This design comes from an exercise in tuning for small area and a short achievable clock period on the open sky130 flow, not from production work. For this run, only the layout was checked, not whether the RTL still works. Power figures rest on the tool's default switching activity, not on a simulated workload.

`flow/flow/run.sh`:
```
#!/bin/bash
# Standard ORFS layout, with smaller port buffers and free cell resizing.
set -euo pipefail
bash standard.sh MATCH_CELL_FOOTPRINT=0 ABC_LOAD_IN_FF=1 "BUFFER_PORTS_ARGS=-buffer_cell sky130_fd_sc_hd__buf_1" finish > make_finish.log 2>&1
```
`flow/standard.sh`:
```
#!/bin/bash
# synth_recipe.tcl (not shown) runs the flow's synth.tcl, then flattens the netlist and writes it again
# the make line also repeats each setting of config.mk as NAME=value (left out here)
make -C /OpenROAD-flow-scripts/flow DESIGN_CONFIG=/design/flow/config.mk WORK_HOME=/design/flow/orfs CLKGATE_MAP_FILE= SYNTH_SCRIPT=/design/flow/synth_recipe.tcl "${@:-finish}"
```
`flow/config.mk`:
```
export PLATFORM = sky130hd
export DESIGN_NAME = ArithmaticUnit
export DESIGN_NICKNAME = ArithmaticUnit
export VERILOG_FILES = /design/flow/design.v
export SDC_FILE = /design/flow/constraint.sdc
export NUM_CORES = 4
export LEC_CHECK = 0
export CAP_MARGIN = 20
export CORE_MARGIN = 2
export CORE_UTILIZATION = 45
export SETUP_SLACK_MARGIN = 2.5
export SLEW_MARGIN = 20
export SYNTH_HIERARCHICAL = 1
export SYNTH_MINIMUM_KEEP_SIZE = 0
```
`flow/constraint.sdc`:
```
create_clock -name core_clock -period 8.0 [get_ports {clock_i}]
set_input_delay 1.6000 -clock core_clock [delete_from_list [all_inputs] [get_ports {clock_i}]]
set_output_delay 1.6000 -clock core_clock [all_outputs]
set_load 0.01 [all_outputs]
```
`flow/design.v`:
```
`timescale 1ns / 1ps
`default_nettype none
module ArithmaticUnit(
		input wire clock_i, isWb_i, enable_i,
		input wire [4:0] wbAddress_i,
		input wire [6:0] opCode_i,
		input wire [15:0] pOperand_i, sOperand_i,
		output reg wbEnable_o,
		output reg [4:0] wbAddress_o,
		output reg [15:0] wbData_o,
		output reg [1:0] statusWriteback_o  
    );
	wire [15:0] P = pOperand_i;
	wire [15:0] S = sOperand_i;
	wire mul = opCode_i[1] & opCode_i[0];
	wire sub = opCode_i[1] & ~opCode_i[0];
	wire as  = opCode_i[1] ^ opCode_i[0];
	wire [7:0] one, two, neg;
	assign one[0] = opCode_i[0] ? (~opCode_i[1] | P[0]) : opCode_i[1];
	assign two[0] = opCode_i[1] & opCode_i[0] & P[1] & ~P[0];
	assign neg[0] = opCode_i[1] & (~opCode_i[0] | P[1]);
	wire [7:0] mulr;
	assign mulr[0] = 1'b0;
	wire mul_0; pa_and2 u_mul_0 (.a(opCode_i[1]), .b(opCode_i[0]), .y(mul_0));
	assign mulr[1] = mul_0;
	assign mulr[2] = mul_0;
	wire mul_1; pa_and2 u_mul_1 (.a(opCode_i[1]), .b(opCode_i[0]), .y(mul_1));
	assign mulr[3] = mul_1;
	assign mulr[4] = mul_1;
	wire mul_2; pa_and2 u_mul_2 (.a(opCode_i[1]), .b(opCode_i[0]), .y(mul_2));
	assign mulr[5] = mul_2;
	assign mulr[6] = mul_2;
	assign mulr[7] = mul_2;
	genvar k;
	generate for (k = 1; k < 8; k = k + 1) begin : enc
		assign one[k] = mulr[k] & (P[2*k] ^ P[2*k-1]);
		assign two[k] = mulr[k] & ((P[2*k+1] & ~P[2*k] & ~P[2*k-1]) | (~P[2*k+1] & P[2*k] & P[2*k-1]));
		assign neg[k] = mulr[k] & P[2*k+1];
	end endgenerate
	wire pp0_0_n; pa_nand2 u_pp0_0_n (.a(one[0]), .b(S[0]), .y(pp0_0_n));
	wire pp0_0; pa_xnor2 u_pp0_0 (.a(pp0_0_n), .b(neg[0]), .y(pp0_0));
	wire pp0_1_n; pa_aoi22 u_pp0_1_n (.a(one[0]), .b(S[1]), .c(two[0]), .d(S[0]), .y(pp0_1_n));
	wire pp0_1; pa_xnor2 u_pp0_1 (.a(pp0_1_n), .b(neg[0]), .y(pp0_1));
	wire pp0_2_n; pa_aoi22 u_pp0_2_n (.a(one[0]), .b(S[2]), .c(two[0]), .d(S[1]), .y(pp0_2_n));
	wire pp0_2; pa_xnor2 u_pp0_2 (.a(pp0_2_n), .b(neg[0]), .y(pp0_2));
	wire pp0_3_n; pa_aoi22 u_pp0_3_n (.a(one[0]), .b(S[3]), .c(two[0]), .d(S[2]), .y(pp0_3_n));
	wire pp0_3; pa_xnor2 u_pp0_3 (.a(pp0_3_n), .b(neg[0]), .y(pp0_3));
	wire pp0_4_n; pa_aoi22 u_pp0_4_n (.a(one[0]), .b(S[4]), .c(two[0]), .d(S[3]), .y(pp0_4_n));
	wire pp0_4; pa_xnor2 u_pp0_4 (.a(pp0_4_n), .b(neg[0]), .y(pp0_4));
	wire pp0_5_n; pa_aoi22 u_pp0_5_n (.a(one[0]), .b(S[5]), .c(two[0]), .d(S[4]), .y(pp0_5_n));
	wire pp0_5; pa_xnor2 u_pp0_5 (.a(pp0_5_n), .b(neg[0]), .y(pp0_5));
	wire pp0_6_n; pa_aoi22 u_pp0_6_n (.a(one[0]), .b(S[6]), .c(two[0]), .d(S[5]), .y(pp0_6_n));
	wire pp0_6; pa_xnor2 u_pp0_6 (.a(pp0_6_n), .b(neg[0]), .y(pp0_6));
	wire pp0_7_n; pa_aoi22 u_pp0_7_n (.a(one[0]), .b(S[7]), .c(two[0]), .d(S[6]), .y(pp0_7_n));
	wire pp0_7; pa_xnor2 u_pp0_7 (.a(pp0_7_n), .b(neg[0]), .y(pp0_7));
	wire pp0_8_n; pa_aoi22 u_pp0_8_n (.a(one[0]), .b(S[8]), .c(two[0]), .d(S[7]), .y(pp0_8_n));
	wire pp0_8; pa_xnor2 u_pp0_8 (.a(pp0_8_n), .b(neg[0]), .y(pp0_8));
	wire pp0_9_n; pa_aoi22 u_pp0_9_n (.a(one[0]), .b(S[9]), .c(two[0]), .d(S[8]), .y(pp0_9_n));
	wire pp0_9; pa_xnor2 u_pp0_9 (.a(pp0_9_n), .b(neg[0]), .y(pp0_9));
	wire pp0_10_n; pa_aoi22 u_pp0_10_n (.a(one[0]), .b(S[10]), .c(two[0]), .d(S[9]), .y(pp0_10_n));
	wire pp0_10; pa_xnor2 u_pp0_10 (.a(pp0_10_n), .b(neg[0]), .y(pp0_10));
	wire pp0_11_n; pa_aoi22 u_pp0_11_n (.a(one[0]), .b(S[11]), .c(two[0]), .d(S[10]), .y(pp0_11_n));
	wire pp0_11; pa_xnor2 u_pp0_11 (.a(pp0_11_n), .b(neg[0]), .y(pp0_11));
	wire pp0_12_n; pa_aoi22 u_pp0_12_n (.a(one[0]), .b(S[12]), .c(two[0]), .d(S[11]), .y(pp0_12_n));
	wire pp0_12; pa_xnor2 u_pp0_12 (.a(pp0_12_n), .b(neg[0]), .y(pp0_12));
	wire pp0_13_n; pa_aoi22 u_pp0_13_n (.a(one[0]), .b(S[13]), .c(two[0]), .d(S[12]), .y(pp0_13_n));
	wire pp0_13; pa_xnor2 u_pp0_13 (.a(pp0_13_n), .b(neg[0]), .y(pp0_13));
	wire pp0_14_n; pa_aoi22 u_pp0_14_n (.a(one[0]), .b(S[14]), .c(two[0]), .d(S[13]), .y(pp0_14_n));
	wire pp0_14; pa_xnor2 u_pp0_14 (.a(pp0_14_n), .b(neg[0]), .y(pp0_14));
	wire pp0_15_n; pa_aoi22 u_pp0_15_n (.a(one[0]), .b(S[15]), .c(two[0]), .d(S[14]), .y(pp0_15_n));
	wire pp0_15; pa_xnor2 u_pp0_15 (.a(pp0_15_n), .b(neg[0]), .y(pp0_15));
	wire ng0 = neg[0];
	wire pp1_2_n; pa_aoi22 u_pp1_2_n (.a(one[1]), .b(S[0]), .c(as), .d(P[2]), .y(pp1_2_n));
	wire pp1_2; pa_xnor2 u_pp1_2 (.a(pp1_2_n), .b(neg[1]), .y(pp1_2));
	wire pp1_3_n; pa_aoi222 u_pp1_3_n (.a(one[1]), .b(S[1]), .c(two[1]), .d(S[0]), .e(as), .f(P[3]), .y(pp1_3_n));
	wire pp1_3; pa_xnor2 u_pp1_3 (.a(pp1_3_n), .b(neg[1]), .y(pp1_3));
	wire pp1_4_n; pa_aoi222 u_pp1_4_n (.a(one[1]), .b(S[2]), .c(two[1]), .d(S[1]), .e(as), .f(P[4]), .y(pp1_4_n));
	wire pp1_4; pa_xnor2 u_pp1_4 (.a(pp1_4_n), .b(neg[1]), .y(pp1_4));
	wire pp1_5_n; pa_aoi222 u_pp1_5_n (.a(one[1]), .b(S[3]), .c(two[1]), .d(S[2]), .e(as), .f(P[5]), .y(pp1_5_n));
	wire pp1_5; pa_xnor2 u_pp1_5 (.a(pp1_5_n), .b(neg[1]), .y(pp1_5));
	wire pp1_6_n; pa_aoi222 u_pp1_6_n (.a(one[1]), .b(S[4]), .c(two[1]), .d(S[3]), .e(as), .f(P[6]), .y(pp1_6_n));
	wire pp1_6; pa_xnor2 u_pp1_6 (.a(pp1_6_n), .b(neg[1]), .y(pp1_6));
	wire pp1_7_n; pa_aoi222 u_pp1_7_n (.a(one[1]), .b(S[5]), .c(two[1]), .d(S[4]), .e(as), .f(P[7]), .y(pp1_7_n));
	wire pp1_7; pa_xnor2 u_pp1_7 (.a(pp1_7_n), .b(neg[1]), .y(pp1_7));
	wire pp1_8_n; pa_aoi222 u_pp1_8_n (.a(one[1]), .b(S[6]), .c(two[1]), .d(S[5]), .e(as), .f(P[8]), .y(pp1_8_n));
	wire pp1_8; pa_xnor2 u_pp1_8 (.a(pp1_8_n), .b(neg[1]), .y(pp1_8));
	wire pp1_9_n; pa_aoi222 u_pp1_9_n (.a(one[1]), .b(S[7]), .c(two[1]), .d(S[6]), .e(as), .f(P[9]), .y(pp1_9_n));
	wire pp1_9; pa_xnor2 u_pp1_9 (.a(pp1_9_n), .b(neg[1]), .y(pp1_9));
	wire pp1_10_n; pa_aoi222 u_pp1_10_n (.a(one[1]), .b(S[8]), .c(two[1]), .d(S[7]), .e(as), .f(P[10]), .y(pp1_10_n));
	wire pp1_10; pa_xnor2 u_pp1_10 (.a(pp1_10_n), .b(neg[1]), .y(pp1_10));
	wire pp1_11_n; pa_aoi222 u_pp1_11_n (.a(one[1]), .b(S[9]), .c(two[1]), .d(S[8]), .e(as), .f(P[11]), .y(pp1_11_n));
	wire pp1_11; pa_xnor2 u_pp1_11 (.a(pp1_11_n), .b(neg[1]), .y(pp1_11));
	wire pp1_12_n; pa_aoi222 u_pp1_12_n (.a(one[1]), .b(S[10]), .c(two[1]), .d(S[9]), .e(as), .f(P[12]), .y(pp1_12_n));
	wire pp1_12; pa_xnor2 u_pp1_12 (.a(pp1_12_n), .b(neg[1]), .y(pp1_12));
	wire pp1_13_n; pa_aoi222 u_pp1_13_n (.a(one[1]), .b(S[11]), .c(two[1]), .d(S[10]), .e(as), .f(P[13]), .y(pp1_13_n));
	wire pp1_13; pa_xnor2 u_pp1_13 (.a(pp1_13_n), .b(neg[1]), .y(pp1_13));
	wire pp1_14_n; pa_aoi222 u_pp1_14_n (.a(one[1]), .b(S[12]), .c(two[1]), .d(S[11]), .e(as), .f(P[14]), .y(pp1_14_n));
	wire pp1_14; pa_xnor2 u_pp1_14 (.a(pp1_14_n), .b(neg[1]), .y(pp1_14));
	wire pp1_15_n; pa_aoi222 u_pp1_15_n (.a(one[1]), .b(S[13]), .c(two[1]), .d(S[12]), .e(as), .f(P[15]), .y(pp1_15_n));
	wire pp1_15; pa_xnor2 u_pp1_15 (.a(pp1_15_n), .b(neg[1]), .y(pp1_15));
	wire ng1 = neg[1];
	wire pp2_4_n; pa_nand2 u_pp2_4_n (.a(one[2]), .b(S[0]), .y(pp2_4_n));
	wire pp2_4; pa_xnor2 u_pp2_4 (.a(pp2_4_n), .b(neg[2]), .y(pp2_4));
	wire pp2_5_n; pa_aoi22 u_pp2_5_n (.a(one[2]), .b(S[1]), .c(two[2]), .d(S[0]), .y(pp2_5_n));
	wire pp2_5; pa_xnor2 u_pp2_5 (.a(pp2_5_n), .b(neg[2]), .y(pp2_5));
	wire pp2_6_n; pa_aoi22 u_pp2_6_n (.a(one[2]), .b(S[2]), .c(two[2]), .d(S[1]), .y(pp2_6_n));
	wire pp2_6; pa_xnor2 u_pp2_6 (.a(pp2_6_n), .b(neg[2]), .y(pp2_6));
	wire pp2_7_n; pa_aoi22 u_pp2_7_n (.a(one[2]), .b(S[3]), .c(two[2]), .d(S[2]), .y(pp2_7_n));
	wire pp2_7; pa_xnor2 u_pp2_7 (.a(pp2_7_n), .b(neg[2]), .y(pp2_7));
	wire pp2_8_n; pa_aoi22 u_pp2_8_n (.a(one[2]), .b(S[4]), .c(two[2]), .d(S[3]), .y(pp2_8_n));
	wire pp2_8; pa_xnor2 u_pp2_8 (.a(pp2_8_n), .b(neg[2]), .y(pp2_8));
	wire pp2_9_n; pa_aoi22 u_pp2_9_n (.a(one[2]), .b(S[5]), .c(two[2]), .d(S[4]), .y(pp2_9_n));
	wire pp2_9; pa_xnor2 u_pp2_9 (.a(pp2_9_n), .b(neg[2]), .y(pp2_9));
	wire pp2_10_n; pa_aoi22 u_pp2_10_n (.a(one[2]), .b(S[6]), .c(two[2]), .d(S[5]), .y(pp2_10_n));
	wire pp2_10; pa_xnor2 u_pp2_10 (.a(pp2_10_n), .b(neg[2]), .y(pp2_10));
	wire pp2_11_n; pa_aoi22 u_pp2_11_n (.a(one[2]), .b(S[7]), .c(two[2]), .d(S[6]), .y(pp2_11_n));
	wire pp2_11; pa_xnor2 u_pp2_11 (.a(pp2_11_n), .b(neg[2]), .y(pp2_11));
	wire pp2_12_n; pa_aoi22 u_pp2_12_n (.a(one[2]), .b(S[8]), .c(two[2]), .d(S[7]), .y(pp2_12_n));
	wire pp2_12; pa_xnor2 u_pp2_12 (.a(pp2_12_n), .b(neg[2]), .y(pp2_12));
	wire pp2_13_n; pa_aoi22 u_pp2_13_n (.a(one[2]), .b(S[9]), .c(two[2]), .d(S[8]), .y(pp2_13_n));
	wire pp2_13; pa_xnor2 u_pp2_13 (.a(pp2_13_n), .b(neg[2]), .y(pp2_13));
	wire pp2_14_n; pa_aoi22 u_pp2_14_n (.a(one[2]), .b(S[10]), .c(two[2]), .d(S[9]), .y(pp2_14_n));
	wire pp2_14; pa_xnor2 u_pp2_14 (.a(pp2_14_n), .b(neg[2]), .y(pp2_14));
	wire pp2_15_n; pa_aoi22 u_pp2_15_n (.a(one[2]), .b(S[11]), .c(two[2]), .d(S[10]), .y(pp2_15_n));
	wire pp2_15; pa_xnor2 u_pp2_15 (.a(pp2_15_n), .b(neg[2]), .y(pp2_15));
	wire ng2 = neg[2];
	wire pp3_6_n; pa_nand2 u_pp3_6_n (.a(one[3]), .b(S[0]), .y(pp3_6_n));
	wire pp3_6; pa_xnor2 u_pp3_6 (.a(pp3_6_n), .b(neg[3]), .y(pp3_6));
	wire pp3_7_n; pa_aoi22 u_pp3_7_n (.a(one[3]), .b(S[1]), .c(two[3]), .d(S[0]), .y(pp3_7_n));
	wire pp3_7; pa_xnor2 u_pp3_7 (.a(pp3_7_n), .b(neg[3]), .y(pp3_7));
	wire pp3_8_n; pa_aoi22 u_pp3_8_n (.a(one[3]), .b(S[2]), .c(two[3]), .d(S[1]), .y(pp3_8_n));
	wire pp3_8; pa_xnor2 u_pp3_8 (.a(pp3_8_n), .b(neg[3]), .y(pp3_8));
	wire pp3_9_n; pa_aoi22 u_pp3_9_n (.a(one[3]), .b(S[3]), .c(two[3]), .d(S[2]), .y(pp3_9_n));
	wire pp3_9; pa_xnor2 u_pp3_9 (.a(pp3_9_n), .b(neg[3]), .y(pp3_9));
	wire pp3_10_n; pa_aoi22 u_pp3_10_n (.a(one[3]), .b(S[4]), .c(two[3]), .d(S[3]), .y(pp3_10_n));
	wire pp3_10; pa_xnor2 u_pp3_10 (.a(pp3_10_n), .b(neg[3]), .y(pp3_10));
	wire pp3_11_n; pa_aoi22 u_pp3_11_n (.a(one[3]), .b(S[5]), .c(two[3]), .d(S[4]), .y(pp3_11_n));
	wire pp3_11; pa_xnor2 u_pp3_11 (.a(pp3_11_n), .b(neg[3]), .y(pp3_11));
	wire pp3_12_n; pa_aoi22 u_pp3_12_n (.a(one[3]), .b(S[6]), .c(two[3]), .d(S[5]), .y(pp3_12_n));
	wire pp3_12; pa_xnor2 u_pp3_12 (.a(pp3_12_n), .b(neg[3]), .y(pp3_12));
	wire pp3_13_n; pa_aoi22 u_pp3_13_n (.a(one[3]), .b(S[7]), .c(two[3]), .d(S[6]), .y(pp3_13_n));
	wire pp3_13; pa_xnor2 u_pp3_13 (.a(pp3_13_n), .b(neg[3]), .y(pp3_13));
	wire pp3_14_n; pa_aoi22 u_pp3_14_n (.a(one[3]), .b(S[8]), .c(two[3]), .d(S[7]), .y(pp3_14_n));
	wire pp3_14; pa_xnor2 u_pp3_14 (.a(pp3_14_n), .b(neg[3]), .y(pp3_14));
	wire pp3_15_n; pa_aoi22 u_pp3_15_n (.a(one[3]), .b(S[9]), .c(two[3]), .d(S[8]), .y(pp3_15_n));
	wire pp3_15; pa_xnor2 u_pp3_15 (.a(pp3_15_n), .b(neg[3]), .y(pp3_15));
	wire ng3 = neg[3];
	wire pp4_8_n; pa_nand2 u_pp4_8_n (.a(one[4]), .b(S[0]), .y(pp4_8_n));
	wire pp4_8; pa_xnor2 u_pp4_8 (.a(pp4_8_n), .b(neg[4]), .y(pp4_8));
	wire pp4_9_n; pa_aoi22 u_pp4_9_n (.a(one[4]), .b(S[1]), .c(two[4]), .d(S[0]), .y(pp4_9_n));
	wire pp4_9; pa_xnor2 u_pp4_9 (.a(pp4_9_n), .b(neg[4]), .y(pp4_9));
	wire pp4_10_n; pa_aoi22 u_pp4_10_n (.a(one[4]), .b(S[2]), .c(two[4]), .d(S[1]), .y(pp4_10_n));
	wire pp4_10; pa_xnor2 u_pp4_10 (.a(pp4_10_n), .b(neg[4]), .y(pp4_10));
	wire pp4_11_n; pa_aoi22 u_pp4_11_n (.a(one[4]), .b(S[3]), .c(two[4]), .d(S[2]), .y(pp4_11_n));
	wire pp4_11; pa_xnor2 u_pp4_11 (.a(pp4_11_n), .b(neg[4]), .y(pp4_11));
	wire pp4_12_n; pa_aoi22 u_pp4_12_n (.a(one[4]), .b(S[4]), .c(two[4]), .d(S[3]), .y(pp4_12_n));
	wire pp4_12; pa_xnor2 u_pp4_12 (.a(pp4_12_n), .b(neg[4]), .y(pp4_12));
	wire pp4_13_n; pa_aoi22 u_pp4_13_n (.a(one[4]), .b(S[5]), .c(two[4]), .d(S[4]), .y(pp4_13_n));
	wire pp4_13; pa_xnor2 u_pp4_13 (.a(pp4_13_n), .b(neg[4]), .y(pp4_13));
	wire pp4_14_n; pa_aoi22 u_pp4_14_n (.a(one[4]), .b(S[6]), .c(two[4]), .d(S[5]), .y(pp4_14_n));
	wire pp4_14; pa_xnor2 u_pp4_14 (.a(pp4_14_n), .b(neg[4]), .y(pp4_14));
	wire pp4_15_n; pa_aoi22 u_pp4_15_n (.a(one[4]), .b(S[7]), .c(two[4]), .d(S[6]), .y(pp4_15_n));
	wire pp4_15; pa_xnor2 u_pp4_15 (.a(pp4_15_n), .b(neg[4]), .y(pp4_15));
	wire ng4 = neg[4];
	wire pp5_10_n; pa_nand2 u_pp5_10_n (.a(one[5]), .b(S[0]), .y(pp5_10_n));
	wire pp5_10; pa_xnor2 u_pp5_10 (.a(pp5_10_n), .b(neg[5]), .y(pp5_10));
	wire pp5_11_n; pa_aoi22 u_pp5_11_n (.a(one[5]), .b(S[1]), .c(two[5]), .d(S[0]), .y(pp5_11_n));
	wire pp5_11; pa_xnor2 u_pp5_11 (.a(pp5_11_n), .b(neg[5]), .y(pp5_11));
	wire pp5_12_n; pa_aoi22 u_pp5_12_n (.a(one[5]), .b(S[2]), .c(two[5]), .d(S[1]), .y(pp5_12_n));
	wire pp5_12; pa_xnor2 u_pp5_12 (.a(pp5_12_n), .b(neg[5]), .y(pp5_12));
	wire pp5_13_n; pa_aoi22 u_pp5_13_n (.a(one[5]), .b(S[3]), .c(two[5]), .d(S[2]), .y(pp5_13_n));
	wire pp5_13; pa_xnor2 u_pp5_13 (.a(pp5_13_n), .b(neg[5]), .y(pp5_13));
	wire pp5_14_n; pa_aoi22 u_pp5_14_n (.a(one[5]), .b(S[4]), .c(two[5]), .d(S[3]), .y(pp5_14_n));
	wire pp5_14; pa_xnor2 u_pp5_14 (.a(pp5_14_n), .b(neg[5]), .y(pp5_14));
	wire pp5_15_n; pa_aoi22 u_pp5_15_n (.a(one[5]), .b(S[5]), .c(two[5]), .d(S[4]), .y(pp5_15_n));
	wire pp5_15; pa_xnor2 u_pp5_15 (.a(pp5_15_n), .b(neg[5]), .y(pp5_15));
	wire ng5 = neg[5];
	wire pp6_12_n; pa_nand2 u_pp6_12_n (.a(one[6]), .b(S[0]), .y(pp6_12_n));
	wire pp6_12; pa_xnor2 u_pp6_12 (.a(pp6_12_n), .b(neg[6]), .y(pp6_12));
	wire pp6_13_n; pa_aoi22 u_pp6_13_n (.a(one[6]), .b(S[1]), .c(two[6]), .d(S[0]), .y(pp6_13_n));
	wire pp6_13; pa_xnor2 u_pp6_13 (.a(pp6_13_n), .b(neg[6]), .y(pp6_13));
	wire pp6_14_n; pa_aoi22 u_pp6_14_n (.a(one[6]), .b(S[2]), .c(two[6]), .d(S[1]), .y(pp6_14_n));
	wire pp6_14; pa_xnor2 u_pp6_14 (.a(pp6_14_n), .b(neg[6]), .y(pp6_14));
	wire pp6_15_n; pa_aoi22 u_pp6_15_n (.a(one[6]), .b(S[3]), .c(two[6]), .d(S[2]), .y(pp6_15_n));
	wire pp6_15; pa_xnor2 u_pp6_15 (.a(pp6_15_n), .b(neg[6]), .y(pp6_15));
	wire ng6 = neg[6];
	wire pp7_14_n; pa_nand2 u_pp7_14_n (.a(one[7]), .b(S[0]), .y(pp7_14_n));
	wire pp7_14; pa_xnor2 u_pp7_14 (.a(pp7_14_n), .b(neg[7]), .y(pp7_14));
	wire pp7_15_n; pa_aoi22 u_pp7_15_n (.a(one[7]), .b(S[1]), .c(two[7]), .d(S[0]), .y(pp7_15_n));
	wire pp7_15; pa_xnor2 u_pp7_15 (.a(pp7_15_n), .b(neg[7]), .y(pp7_15));
	wire ng7 = neg[7];
	wire xp0 = as & P[0];
	wire xp1 = as & P[1];
	wire hs0, hc0; pa_ha u_hs0 (.a(ng5), .b(pp2_10), .s(hs0), .co(hc0));
	wire hs1, hc1; pa_ha u_hs1 (.a(pp2_11), .b(pp3_11), .s(hs1), .co(hc1));
	wire hs2, hc2; pa_ha u_hs2 (.a(ng6), .b(pp2_12), .s(hs2), .co(hc2));
	wire fs0_x, fs0, fc0; pa_xor2 u_fs0_x (.a(pp3_12), .b(pp4_12), .y(fs0_x)); pa_xor2 u_fs0 (.a(fs0_x), .b(pp5_12), .y(fs0)); pa_maj3 u_fc0 (.a(pp3_12), .b(pp4_12), .c(pp5_12), .y(fc0));
	wire hs3, hc3; pa_ha u_hs3 (.a(pp2_13), .b(pp3_13), .s(hs3), .co(hc3));
	wire fs1_x, fs1, fc1; pa_xor2 u_fs1_x (.a(pp4_13), .b(pp5_13), .y(fs1_x)); pa_xor2 u_fs1 (.a(fs1_x), .b(pp6_13), .y(fs1)); pa_maj3 u_fc1 (.a(pp4_13), .b(pp5_13), .c(pp6_13), .y(fc1));
	wire hs4, hc4; pa_ha u_hs4 (.a(ng7), .b(pp2_14), .s(hs4), .co(hc4));
	wire fs2, fc2; pa_fa u_fs2 (.a(pp3_14), .b(pp4_14), .c(pp0_14), .s(fs2), .co(fc2));
	wire fs3_x, fs3, fc3; pa_xor2 u_fs3_x (.a(pp5_14), .b(pp6_14), .y(fs3_x)); pa_xor2 u_fs3 (.a(fs3_x), .b(pp7_14), .y(fs3)); pa_maj3 u_fc3 (.a(pp5_14), .b(pp6_14), .c(pp7_14), .y(fc3));
	wire hs5, hc5; pa_ha u_hs5 (.a(pp2_15), .b(pp3_15), .s(hs5), .co(hc5));
	wire fs4, fc4; pa_fa u_fs4 (.a(pp4_15), .b(pp5_15), .c(pp1_15), .s(fs4), .co(fc4));
	wire fs5, fc5; pa_fa u_fs5 (.a(pp6_15), .b(pp7_15), .c(pp0_15), .s(fs5), .co(fc5));
	wire hs6, hc6; pa_ha u_hs6 (.a(ng3), .b(pp2_6), .s(hs6), .co(hc6));
	wire hs7, hc7; pa_ha u_hs7 (.a(pp2_7), .b(pp3_7), .s(hs7), .co(hc7));
	wire hs8, hc8; pa_ha u_hs8 (.a(ng4), .b(pp2_8), .s(hs8), .co(hc8));
	wire fs6_x, fs6, fc6; pa_xor2 u_fs6_x (.a(pp3_8), .b(pp4_8), .y(fs6_x)); pa_xor2 u_fs6 (.a(fs6_x), .b(pp0_8), .y(fs6)); pa_maj3 u_fc6 (.a(pp3_8), .b(pp4_8), .c(pp0_8), .y(fc6));
	wire hs9, hc9; pa_ha u_hs9 (.a(pp2_9), .b(pp3_9), .s(hs9), .co(hc9));
	wire fs7_x, fs7, fc7; pa_xor2 u_fs7_x (.a(pp4_9), .b(pp0_9), .y(fs7_x)); pa_xor2 u_fs7 (.a(fs7_x), .b(pp1_9), .y(fs7)); pa_maj3 u_fc7 (.a(pp4_9), .b(pp0_9), .c(pp1_9), .y(fc7));
	wire fs8_x, fs8, fc8; pa_xor2 u_fs8_x (.a(pp3_10), .b(pp4_10), .y(fs8_x)); pa_xor2 u_fs8 (.a(fs8_x), .b(hs0), .y(fs8)); pa_maj3 u_fc8 (.a(pp3_10), .b(pp4_10), .c(hs0), .y(fc8));
	wire fs9_x, fs9, fc9; pa_xor2 u_fs9_x (.a(pp5_10), .b(pp0_10), .y(fs9_x)); pa_xor2 u_fs9 (.a(fs9_x), .b(pp1_10), .y(fs9)); pa_maj3 u_fc9 (.a(pp5_10), .b(pp0_10), .c(pp1_10), .y(fc9));
	wire fs10_x, fs10, fc10; pa_xor2 u_fs10_x (.a(pp4_11), .b(pp5_11), .y(fs10_x)); pa_xor2 u_fs10 (.a(fs10_x), .b(hs1), .y(fs10)); pa_maj3 u_fc10 (.a(pp4_11), .b(pp5_11), .c(hs1), .y(fc10));
	wire fs11_x, fs11, fc11; pa_xor2 u_fs11_x (.a(pp0_11), .b(pp1_11), .y(fs11_x)); pa_xor2 u_fs11 (.a(fs11_x), .b(hc0), .y(fs11)); pa_maj3 u_fc11 (.a(pp0_11), .b(pp1_11), .c(hc0), .y(fc11));
	wire fs12_x, fs12, fc12; pa_xor2 u_fs12_x (.a(pp6_12), .b(pp0_12), .y(fs12_x)); pa_xor2 u_fs12 (.a(fs12_x), .b(fs0), .y(fs12)); pa_maj3 u_fc12 (.a(pp6_12), .b(pp0_12), .c(fs0), .y(fc12));
	wire fs13_x, fs13, fc13; pa_xor2 u_fs13_x (.a(pp1_12), .b(hc1), .y(fs13_x)); pa_xor2 u_fs13 (.a(fs13_x), .b(hs2), .y(fs13)); pa_maj3 u_fc13 (.a(pp1_12), .b(hc1), .c(hs2), .y(fc13));
	wire fs14_x, fs14, fc14; pa_xor2 u_fs14_x (.a(pp0_13), .b(pp1_13), .y(fs14_x)); pa_xor2 u_fs14 (.a(fs14_x), .b(fs1), .y(fs14)); pa_maj3 u_fc14 (.a(pp0_13), .b(pp1_13), .c(fs1), .y(fc14));
	wire fs15_x, fs15, fc15; pa_xor2 u_fs15_x (.a(hc2), .b(hs3), .y(fs15_x)); pa_xor2 u_fs15 (.a(fs15_x), .b(fc0), .y(fs15)); pa_maj3 u_fc15 (.a(hc2), .b(hs3), .c(fc0), .y(fc15));
	wire fs16_x, fs16, fc16; pa_xor2 u_fs16_x (.a(pp1_14), .b(hc3), .y(fs16_x)); pa_xor2 u_fs16 (.a(fs16_x), .b(fs3), .y(fs16)); pa_maj3 u_fc16 (.a(pp1_14), .b(hc3), .c(fs3), .y(fc16));
	wire fs17_x, fs17, fc17; pa_xor2 u_fs17_x (.a(hs4), .b(fc1), .y(fs17_x)); pa_xor2 u_fs17 (.a(fs17_x), .b(fs2), .y(fs17)); pa_maj3 u_fc17 (.a(hs4), .b(fc1), .c(fs2), .y(fc17));
	wire fs18_x, fs18, fc18; pa_xor2 u_fs18_x (.a(hc4), .b(hs5), .y(fs18_x)); pa_xor2 u_fs18 (.a(fs18_x), .b(fc2), .y(fs18)); pa_maj3 u_fc18 (.a(hc4), .b(hs5), .c(fc2), .y(fc18));
	wire fs19_x, fs19, fc19; pa_xor2 u_fs19_x (.a(fc3), .b(fs4), .y(fs19_x)); pa_xor2 u_fs19 (.a(fs19_x), .b(fs5), .y(fs19)); pa_maj3 u_fc19 (.a(fc3), .b(fs4), .c(fs5), .y(fc19));
	wire hs10, hc10; pa_ha u_hs10 (.a(ng2), .b(pp2_4), .s(hs10), .co(hc10));
	wire hs11, hc11; pa_ha u_hs11 (.a(pp2_5), .b(pp0_5), .s(hs11), .co(hc11));
	wire fs20, fc20; pa_fa u_fs20 (.a(pp3_6), .b(pp0_6), .c(pp1_6), .s(fs20), .co(fc20));
	wire fs21, fc21; pa_fa u_fs21 (.a(pp0_7), .b(pp1_7), .c(hc6), .s(fs21), .co(fc21));
	wire fs22, fc22; pa_fa u_fs22 (.a(pp1_8), .b(hc7), .c(hs8), .s(fs22), .co(fc22));
	wire fs23_x, fs23, fc23; pa_xor2 u_fs23_x (.a(hc8), .b(hs9), .y(fs23_x)); pa_xor2 u_fs23 (.a(fs23_x), .b(fc6), .y(fs23)); pa_maj3 u_fc23 (.a(hc8), .b(hs9), .c(fc6), .y(fc23));
	wire fs24_x, fs24, fc24; pa_xor2 u_fs24_x (.a(hc9), .b(fc7), .y(fs24_x)); pa_xor2 u_fs24 (.a(fs24_x), .b(fs9), .y(fs24)); pa_maj3 u_fc24 (.a(hc9), .b(fc7), .c(fs9), .y(fc24));
	wire fs25_x, fs25, fc25; pa_xor2 u_fs25_x (.a(fc9), .b(fs11), .y(fs25_x)); pa_xor2 u_fs25 (.a(fs25_x), .b(fs10), .y(fs25)); pa_maj3 u_fc25 (.a(fc9), .b(fs11), .c(fs10), .y(fc25));
	wire fs26_x, fs26, fc26; pa_xor2 u_fs26_x (.a(fc11), .b(fs12), .y(fs26_x)); pa_xor2 u_fs26 (.a(fs26_x), .b(fc10), .y(fs26)); pa_maj3 u_fc26 (.a(fc11), .b(fs12), .c(fc10), .y(fc26));
	wire fs27_x, fs27, fc27; pa_xor2 u_fs27_x (.a(fs14), .b(fc13), .y(fs27_x)); pa_xor2 u_fs27 (.a(fs27_x), .b(fs15), .y(fs27)); pa_maj3 u_fc27 (.a(fs14), .b(fc13), .c(fs15), .y(fc27));
	wire fs28_x, fs28, fc28; pa_xor2 u_fs28_x (.a(fc15), .b(fs16), .y(fs28_x)); pa_xor2 u_fs28 (.a(fs28_x), .b(fc14), .y(fs28)); pa_maj3 u_fc28 (.a(fc15), .b(fs16), .c(fc14), .y(fc28));
	wire fs29_x, fs29, fc29; pa_xor2 u_fs29_x (.a(fs18), .b(fc16), .y(fs29_x)); pa_xor2 u_fs29 (.a(fs29_x), .b(fc17), .y(fs29)); pa_maj3 u_fc29 (.a(fs18), .b(fc16), .c(fc17), .y(fc29));
	wire hs12, hc12; pa_ha u_hs12 (.a(xp0), .b(ng0), .s(hs12), .co(hc12));
	wire hs13, hc13; pa_ha u_hs13 (.a(xp1), .b(pp0_1), .s(hs13), .co(hc13));
	wire fs30, fc30; pa_fa u_fs30 (.a(ng1), .b(pp0_2), .c(pp1_2), .s(fs30), .co(fc30));
	wire hs14, hc14; pa_ha u_hs14 (.a(pp0_3), .b(pp1_3), .s(hs14), .co(hc14));
	wire fs31, fc31; pa_fa u_fs31 (.a(pp0_4), .b(pp1_4), .c(hs10), .s(fs31), .co(fc31));
	wire fs32, fc32; pa_fa u_fs32 (.a(pp1_5), .b(hc10), .c(hs11), .s(fs32), .co(fc32));
	wire fs33, fc33; pa_fa u_fs33 (.a(hs6), .b(hc11), .c(fs20), .s(fs33), .co(fc33));
	wire fs34_x, fs34, fc34; pa_xor2 u_fs34_x (.a(hs7), .b(fc20), .y(fs34_x)); pa_xor2 u_fs34 (.a(fs34_x), .b(fs21), .y(fs34)); pa_maj3 u_fc34 (.a(hs7), .b(fc20), .c(fs21), .y(fc34));
	wire fs35_x, fs35, fc35; pa_xor2 u_fs35_x (.a(fs6), .b(fc21), .y(fs35_x)); pa_xor2 u_fs35 (.a(fs35_x), .b(fs22), .y(fs35)); pa_maj3 u_fc35 (.a(fs6), .b(fc21), .c(fs22), .y(fc35));
	wire fs36_x, fs36, fc36; pa_xor2 u_fs36_x (.a(fs7), .b(fc22), .y(fs36_x)); pa_xor2 u_fs36 (.a(fs36_x), .b(fs23), .y(fs36)); pa_maj3 u_fc36 (.a(fs7), .b(fc22), .c(fs23), .y(fc36));
	wire fs37_x, fs37, fc37; pa_xor2 u_fs37_x (.a(fs8), .b(fc23), .y(fs37_x)); pa_xor2 u_fs37 (.a(fs37_x), .b(fs24), .y(fs37)); pa_maj3 u_fc37 (.a(fs8), .b(fc23), .c(fs24), .y(fc37));
	wire fs38_x, fs38, fc38; pa_xor2 u_fs38_x (.a(fc8), .b(fc24), .y(fs38_x)); pa_xor2 u_fs38 (.a(fs38_x), .b(fs25), .y(fs38)); pa_maj3 u_fc38 (.a(fc8), .b(fc24), .c(fs25), .y(fc38));
	wire fs39_x, fs39, fc39; pa_xor2 u_fs39_x (.a(fs13), .b(fc25), .y(fs39_x)); pa_xor2 u_fs39 (.a(fs39_x), .b(fs26), .y(fs39)); pa_maj3 u_fc39 (.a(fs13), .b(fc25), .c(fs26), .y(fc39));
	wire fs40_x, fs40, fc40; pa_xor2 u_fs40_x (.a(fc12), .b(fc26), .y(fs40_x)); pa_xor2 u_fs40 (.a(fs40_x), .b(fs27), .y(fs40)); pa_maj3 u_fc40 (.a(fc12), .b(fc26), .c(fs27), .y(fc40));
	wire fs41_x, fs41, fc41; pa_xor2 u_fs41_x (.a(fs17), .b(fc27), .y(fs41_x)); pa_xor2 u_fs41 (.a(fs41_x), .b(fs28), .y(fs41)); pa_maj3 u_fc41 (.a(fs17), .b(fc27), .c(fs28), .y(fc41));
	wire fs42_x, fs42, fc42; pa_xor2 u_fs42_x (.a(fs19), .b(fc28), .y(fs42_x)); pa_xor2 u_fs42 (.a(fs42_x), .b(fs29), .y(fs42)); pa_maj3 u_fc42 (.a(fs19), .b(fc28), .c(fs29), .y(fc42));
	wire [15:0] ra = {fc41, fc40, fc39, fc38, fc37, fc36, fc35, fc34, fc33, fc32, fc31, hc14, fc30, hc13, hc12, hs12};
	wire [15:0] rb = {fs42, fs41, fs40, fs39, fs38, fs37, fs36, fs35, fs34, fs33, fs32, fs31, hs14, fs30, hs13, pp0_0};
	wire [15:0] g0, p0;
	pa_xor2 u_p0_0 (.a(ra[0]), .b(rb[0]), .y(p0[0])); pa_and2 u_g0_0 (.a(ra[0]), .b(rb[0]), .y(g0[0]));
	pa_xor2 u_p0_1 (.a(ra[1]), .b(rb[1]), .y(p0[1])); pa_and2 u_g0_1 (.a(ra[1]), .b(rb[1]), .y(g0[1]));
	pa_xor2 u_p0_2 (.a(ra[2]), .b(rb[2]), .y(p0[2])); pa_and2 u_g0_2 (.a(ra[2]), .b(rb[2]), .y(g0[2]));
	pa_xor2 u_p0_3 (.a(ra[3]), .b(rb[3]), .y(p0[3])); pa_and2 u_g0_3 (.a(ra[3]), .b(rb[3]), .y(g0[3]));
	pa_xor2 u_p0_4 (.a(ra[4]), .b(rb[4]), .y(p0[4])); pa_and2 u_g0_4 (.a(ra[4]), .b(rb[4]), .y(g0[4]));
	pa_xor2 u_p0_5 (.a(ra[5]), .b(rb[5]), .y(p0[5])); pa_and2 u_g0_5 (.a(ra[5]), .b(rb[5]), .y(g0[5]));
	pa_xor2 u_p0_6 (.a(ra[6]), .b(rb[6]), .y(p0[6])); pa_and2 u_g0_6 (.a(ra[6]), .b(rb[6]), .y(g0[6]));
	pa_xor2 u_p0_7 (.a(ra[7]), .b(rb[7]), .y(p0[7])); pa_and2 u_g0_7 (.a(ra[7]), .b(rb[7]), .y(g0[7]));
	pa_xor2 u_p0_8 (.a(ra[8]), .b(rb[8]), .y(p0[8])); pa_and2 u_g0_8 (.a(ra[8]), .b(rb[8]), .y(g0[8]));
	pa_xor2 u_p0_9 (.a(ra[9]), .b(rb[9]), .y(p0[9])); pa_and2 u_g0_9 (.a(ra[9]), .b(rb[9]), .y(g0[9]));
	pa_xor2 u_p0_10 (.a(ra[10]), .b(rb[10]), .y(p0[10])); pa_and2 u_g0_10 (.a(ra[10]), .b(rb[10]), .y(g0[10]));
	pa_xor2 u_p0_11 (.a(ra[11]), .b(rb[11]), .y(p0[11])); pa_and2 u_g0_11 (.a(ra[11]), .b(rb[11]), .y(g0[11]));
	pa_xor2 u_p0_12 (.a(ra[12]), .b(rb[12]), .y(p0[12])); pa_and2 u_g0_12 (.a(ra[12]), .b(rb[12]), .y(g0[12]));
	pa_xor2 u_p0_13 (.a(ra[13]), .b(rb[13]), .y(p0[13])); pa_and2 u_g0_13 (.a(ra[13]), .b(rb[13]), .y(g0[13]));
	pa_xor2 u_p0_14 (.a(ra[14]), .b(rb[14]), .y(p0[14])); pa_and2 u_g0_14 (.a(ra[14]), .b(rb[14]), .y(g0[14]));
	pa_xor2 u_p0_15 (.a(ra[15]), .b(rb[15]), .y(p0[15])); pa_and2 u_g0_15 (.a(ra[15]), .b(rb[15]), .y(g0[15]));
	wire g1_1 = g0[1] | (p0[1] & g0[0]);
	wire g1_3 = g0[3] | (p0[3] & g0[2]);
	wire p1_3 = p0[3] & p0[2];
	wire g1_5 = g0[5] | (p0[5] & g0[4]);
	wire p1_5 = p0[5] & p0[4];
	wire g1_7 = g0[7] | (p0[7] & g0[6]);
	wire p1_7 = p0[7] & p0[6];
	wire g1_9 = g0[9] | (p0[9] & g0[8]);
	wire p1_9 = p0[9] & p0[8];
	wire g1_11 = g0[11] | (p0[11] & g0[10]);
	wire p1_11 = p0[11] & p0[10];
	wire g1_13 = g0[13] | (p0[13] & g0[12]);
	wire p1_13 = p0[13] & p0[12];
	wire g1_15 = g0[15] | (p0[15] & g0[14]);
	wire p1_15 = p0[15] & p0[14];
	wire g2_2 = g0[2] | (p0[2] & g1_1);
	wire g2_3 = g1_3 | (p1_3 & g1_1);
	wire g2_6 = g0[6] | (p0[6] & g1_5);
	wire p2_6 = p0[6] & p1_5;
	wire g2_7 = g1_7 | (p1_7 & g1_5);
	wire p2_7 = p1_7 & p1_5;
	wire g2_10 = g0[10] | (p0[10] & g1_9);
	wire p2_10 = p0[10] & p1_9;
	wire g2_11 = g1_11 | (p1_11 & g1_9);
	wire p2_11 = p1_11 & p1_9;
	wire g2_14 = g0[14] | (p0[14] & g1_13);
	wire p2_14 = p0[14] & p1_13;
	wire g2_15 = g1_15 | (p1_15 & g1_13);
	wire p2_15 = p1_15 & p1_13;
	wire g3_4 = g0[4] | (p0[4] & g2_3);
	wire g3_5 = g1_5 | (p1_5 & g2_3);
	wire g3_6 = g2_6 | (p2_6 & g2_3);
	wire g3_7 = g2_7 | (p2_7 & g2_3);
	wire g3_12 = g0[12] | (p0[12] & g2_11);
	wire p3_12 = p0[12] & p2_11;
	wire g3_13 = g1_13 | (p1_13 & g2_11);
	wire p3_13 = p1_13 & p2_11;
	wire g3_14 = g2_14 | (p2_14 & g2_11);
	wire p3_14 = p2_14 & p2_11;
	wire g3_15 = g2_15 | (p2_15 & g2_11);
	wire p3_15 = p2_15 & p2_11;
	wire g4_8 = g0[8] | (p0[8] & g3_7);
	wire g4_9 = g1_9 | (p1_9 & g3_7);
	wire g4_10 = g2_10 | (p2_10 & g3_7);
	wire g4_11 = g2_11 | (p2_11 & g3_7);
	wire g4_12 = g3_12 | (p3_12 & g3_7);
	wire g4_13 = g3_13 | (p3_13 & g3_7);
	wire g4_14 = g3_14 | (p3_14 & g3_7);
	wire g4_15 = g3_15 | (p3_15 & g3_7);
	wire [16:0] sum;
	assign sum[0] = p0[0];
	pa_xor2 u_sum_1 (.a(p0[1]), .b(g0[0]), .y(sum[1]));
	pa_xor2 u_sum_2 (.a(p0[2]), .b(g1_1), .y(sum[2]));
	pa_xor2 u_sum_3 (.a(p0[3]), .b(g2_2), .y(sum[3]));
	pa_xor2 u_sum_4 (.a(p0[4]), .b(g2_3), .y(sum[4]));
	pa_xor2 u_sum_5 (.a(p0[5]), .b(g3_4), .y(sum[5]));
	pa_xor2 u_sum_6 (.a(p0[6]), .b(g3_5), .y(sum[6]));
	pa_xor2 u_sum_7 (.a(p0[7]), .b(g3_6), .y(sum[7]));
	pa_xor2 u_sum_8 (.a(p0[8]), .b(g3_7), .y(sum[8]));
	pa_xor2 u_sum_9 (.a(p0[9]), .b(g4_8), .y(sum[9]));
	pa_xor2 u_sum_10 (.a(p0[10]), .b(g4_9), .y(sum[10]));
	pa_xor2 u_sum_11 (.a(p0[11]), .b(g4_10), .y(sum[11]));
	pa_xor2 u_sum_12 (.a(p0[12]), .b(g4_11), .y(sum[12]));
	pa_xor2 u_sum_13 (.a(p0[13]), .b(g4_12), .y(sum[13]));
	pa_xor2 u_sum_14 (.a(p0[14]), .b(g4_13), .y(sum[14]));
	pa_xor2 u_sum_15 (.a(p0[15]), .b(g4_14), .y(sum[15]));
	assign sum[16] = g4_15;
	wire cout = sum[16] | hc5 | fc4 | fc5 | fc18 | fc19 | fc29 | fc42;
	wire arith = ~|opCode_i[6:2];
	always @(posedge clock_i)
	begin
		if (enable_i)
		begin
			wbEnable_o <= isWb_i & |opCode_i;
			wbAddress_o <= wbAddress_i;
			if (arith) wbData_o <= sum[15:0];
			if (arith & as) statusWriteback_o <= {~opCode_i[1] & cout, opCode_i[1] & ~cout};
		end
	end
endmodule
module pa_aoi22(input wire a, b, c, d, output wire y);
	assign y = ~((a & b) | (c & d));
endmodule
module pa_aoi222(input wire a, b, c, d, e, f, output wire y);
	assign y = ~((a & b) | (c & d) | (e & f));
endmodule
module pa_nand2(input wire a, b, output wire y);
	assign y = ~(a & b);
endmodule
module pa_xnor2(input wire a, b, output wire y);
	assign y = ~(a ^ b);
endmodule
module pa_xor2(input wire a, b, output wire y);
	assign y = a ^ b;
endmodule
module pa_and2(input wire a, b, output wire y);
	assign y = a & b;
endmodule
module pa_maj3(input wire a, b, c, output wire y);
	assign y = (a & b) | (a & c) | (b & c);
endmodule
module pa_nor2(input wire a, b, output wire y);
	assign y = ~(a | b);
endmodule
module pa_mux2i(input wire s, a1, a0, output wire y);
	assign y = ~(s ? a1 : a0);
endmodule
module pa_ao21(input wire a1, a2, b1, output wire y);
	assign y = (a1 & a2) | b1;
endmodule
module pa_inv(input wire a, output wire y);
	assign y = ~a;
endmodule
module pa_aoi21(input wire a1, a2, b1, output wire y);
	assign y = ~((a1 & a2) | b1);
endmodule
module pa_oai21(input wire a1, a2, b1, output wire y);
	assign y = ~((a1 | a2) & b1);
endmodule
module pa_fa(input wire a, b, c, output wire s, co);
	assign s = a ^ b ^ c;
	assign co = (a & b) | (a & c) | (b & c);
endmodule
module pa_ha(input wire a, b, output wire s, co);
	assign s = a ^ b;
	assign co = a & b;
endmodule
```
==> run summary <==
## timing repair
| action | 4_1_cts | 5_1_grt |
|---|---|---|
| resized for setup | 9 | 37 |
| buffers inserted | 0 | 5 |
| endpoints found under the hold margin | 0 | 0 |
| pin swaps | 0 | 9 |
| endpoints found under the setup margin | 6 | 7 |
## layer usage
metal	GRT usage, %	routed length [µm]	up-vias
li1	-	-	1809
met1	28.1	4880	1678
met2	31.6	4560	115
met3	0.759	486	2
met4	3.43	34	0
met5	0	0	-
## layout make-up
cell class / count / area, µm²
clock buffers: 3 / 41.3
well taps: 129 / 161
inverters: 4 / 15.0
fillers: 878 / 4310
multi-input cells: 426 / 3640
clock inverters: 1 / 30.0
flip-flops and latches: 24 / 721
repair buffers: 77 / 317
## cell usage after synthesis, types with 2 or more instances
master / n / area, µm²
fa_1: 10 / 200
nor4_1: 2 / 12.5
o21ai_0: 10 / 50.1
o21a_1: 2 / 15.0
a21o_1: 10 / 75.1
a22oi_1: 52 / 390
ha_1: 17 / 213
and3_1: 2 / 12.5
xor2_1: 104 / 911
maj3_2: 33 / 372
a21oi_1: 7 / 35.0
a222oi_1: 13 / 130
edfxtp_1: 24 / 721
inv_1: 4 / 15.0
and2_0: 44 / 275
nand2_1: 26 / 97.6
nor2_1: 12 / 45.0
xnor2_1: 72 / 631
## critical path, delay by kind of cell
family          cells  cell delay, ns
simple gates        1            0.20
fa+ha+maj           3            1.28
buf+inv             2            0.35
compound gates      5            1.22
xor+xnor            3            0.59
## modules after synthesis (local to each module, per instance), a selection
module / flip-flops and latches / cells / times used / area (µm²)
ArithmaticUnit: 24 / 136 / 1 / 1400
pa_ha: 0 / 1 / 15 / 12.5
pa_xnor2: 0 / 1 / 72 / 8.76
pa_and2: 0 / 1 / 19 / 6.26
pa_fa: 0 / 1 / 10 / 20.0
pa_aoi222: 0 / 1 / 13 / 10.0
pa_nand2: 0 / 1 / 7 / 3.75
pa_aoi22: 0 / 1 / 52 / 7.51
## power by group
group	total [W]	internal, W	leakage, nW	switching [W]
Clock	0.000103	0.0000668	0.0357	0.0000357
Sequential	0.000193	0.000192	0.219	0.00000121
Combinational	0.000838	0.000368	1.70	0.000470
Total	0.00113	0.000627	1.96	0.000507
## cells by family after synthesis
family                     after synthesis  share of synthesized area (%)
xor gates and xnor gates               176                           35.8
AOI/OAI and AO/OA                      100                           17.9
and+or+nand+nor                         90                           10.9
adders and majority gates               60                           18.2
DFF                                     24                           16.8
buffers and inverters                    4                          0.349
## worst max-delay path by stage
stage | endpoint | depth (start not counted) | startpoint
after detailed placement | statusWriteback_o[1]$_DFFE_PP_ | 17 | opCode_i[1]
after CTS | statusWriteback_o[1]$_DFFE_PP_ | 16 | opCode_i[1]
after global routing | wbData_o[14]$_DFFE_PP_ | 19 | opCode_i[0]
after floorplan | wbData_o[14]$_DFFE_PP_ | 14 | opCode_i[0]
final | wbData_o[14]$_DFFE_PP_ | 14 | opCode_i[1]
after global placement | statusWriteback_o[0]$_DFFE_PP_ | 17 | opCode_i[1]
## through the flow
step | worst slack, ns | area, µm²
2_1_floorplan | 2.66 | 4300
3_3_place_gp | 2.08 | 4740
3_5_place_dp | 1.87 | 4740
4_1_cts | 2.52 | 4820
5_1_grt | 2.49 | 4930
6_report | 2.76 | 4930
## flip-flops by register name, indices dropped and copies added (netlist names)
signal,cells
statusWriteback_o,2
wbAddress_o,5
wbData_o,16
wbEnable_o,1
==> summary.txt <==
CTS
  – Clock root cell: clkbuf_8
  – CTS tree: done
  – Hold_buf cts: 0
  – Largest buffer count on any clock path: 2
  – Clock Pin Slew Worst Setup and Hold Paths: around 0.090 ns
  – Htree depth: 1
  – CTS Sinks: 24
  – Total CTS buffers: 3

Setup path
  – Slowest cell on crit path: fa_1
  – Critical path type: in2reg
  – Crit. End Element: flip-flop
  – Startpoint type of the worst setup path: input port
  – Critical Path RT: ~8.0 ns
  – CP Cell Sequence: buf_1 > inv_2 > ha_4 > a222oi_1 > xnor2_1 > fa_1 > fa_1 > xor2_1 > and3_1 > a31o_4 > a21o_1 > a21o_1 > a21o_1 > xor2_1
  – Slowest stage delay, CP: about 0.50 ns
  – Crit path DAT: roughly 5.2 ns
  – Most numerous cell on the critical path: a21o_1
  – CP max FO: 17

Route
  – Post-route ant nets: 0
  – DRT Pass-1 Iters: 5
  – Vias per Instance: approximately 5.4
  – WL final: between 9 and 10 mm
  – Initial drt markers: about 190
  – DRC: 0
  – Vias post-DR: roughly 3,600
  – Wire per inst: about 15 µm

Synthesis
  – Cell variety after synth: 28
  – Mapped Area: 4300 µm²
  – Count of flip-flops with a built-in enable after synthesis: 24
  – Seq/Total Area, Yosys: about 17%
  – Synth Flop Type: edfxtp_1
  – Post-synthesis register bit count: 24
  – Ys async rst share: 0%
  – Mapped Cells: 454
  – Net Count, Synth: between 500 and 600
  – Syn. warnings: 7
  – Average cell area after synthesis: ~9.5 µm²

STA
  – Fin Hold WS: about 1.5 ns
  – Max Freq: between 0.15 and 0.2 GHz
  – Final setup viols: 0
  – Tightest Pin Transition: 0.999 ns
  – Setup total negative slack: 0 ns
  – Final Hold Fails: 0
  – Slew Limit Fails: 0
  – Min Tclk post-route: 5.24 ns
  – RSZ-0062 raised after global routing: false
  – Max_slew headroom: around a third
  – Crit share post-route: between 60% and 70%

Layout
  – Commonest non-fill, non-tap cell in the layout: xor2_1
  – Most frequent cells in the layout: 101 x xor2_1, 71 x xnor2_1, 69 x buf_1
  – Antenna diodes: 0
  – Final Core Density: between 50% and 60%
  – Area Growth Syn to Fin: 14.5%
  – Nets: 610
  – Post-Layout Cell Count: about 660
  – Layout cells sized above 1: between 10% and 20%

Floorplan
  – Chip width: a little over 100 µm
  – Row cnt: 35
  – # IOs: 71
  – Die Ht: just over 100 µm
  – Core outline area: around 9200 µm²
  – DIE AREA: 10,400 µm²
  – Initial core utilization: roughly 47%

Global route
  – Antenna violations before repair: 0
  – Total grt overflow: 0
  – Vias in the first global route: ~3,300
  – Largest net degree at the start of global routing: 18
  – Tot GR Track Use: approximately a fifth
  – First-pass GRT wire length: roughly 16 mm

Run status
  – Status: timing/DRC/antenna clean

Hold path
  – Hold Path Class: in2reg
  – WHS Path Cells: 1
  – HP Start: wbAddress_i[3]
  – Hold Crit Endpoint: wbAddress_o[3]$_DFFE_PP_

Power and ir drop
  – Total chip power: about 0.0011 W
  – P_leak: about 2 nW
  – PwrDens: ~230 nW/µm²
  – Worst vdd ir: 0.000104 V

Placed design
  – Placed instance count: approximately 660
  – GPL Wtd Cong: ~0.91
  – Post-DP HPWL: ~8.4 mm
  – Port buffer count: 70

Job
  – Max-cap violations: 0

static timing again, ports no longer ideal:
The results above use ideal ports. As a check the final layout listed here was re-extracted and re-timed, cells and wires unchanged.
Step 1 sets driving cells, clkbuf_16 on the clock port and buf_2 on the other inputs (assumed; they add their load-dependent delay and slew).
Step 2 moves the port delays by t, midway between the first and last clock arrival at a register: inputs arrive t later, outputs are due t later. That takes back most of the time a late clock gives input paths.
a / b / c = ideal / step 1 / step 2; a / b = the first two.
t, ns: 0.283
setup slack, ns: 2.762 / 2.767 / 2.484
worst hold slack (ns): 1.504 / 1.507 / 1.790
worst setup path at the end: input to register
After both steps setup and hold are still met in this run. The setup slack of this run moves by +0.005 ns with the drivers and by -0.278 ns with both steps.
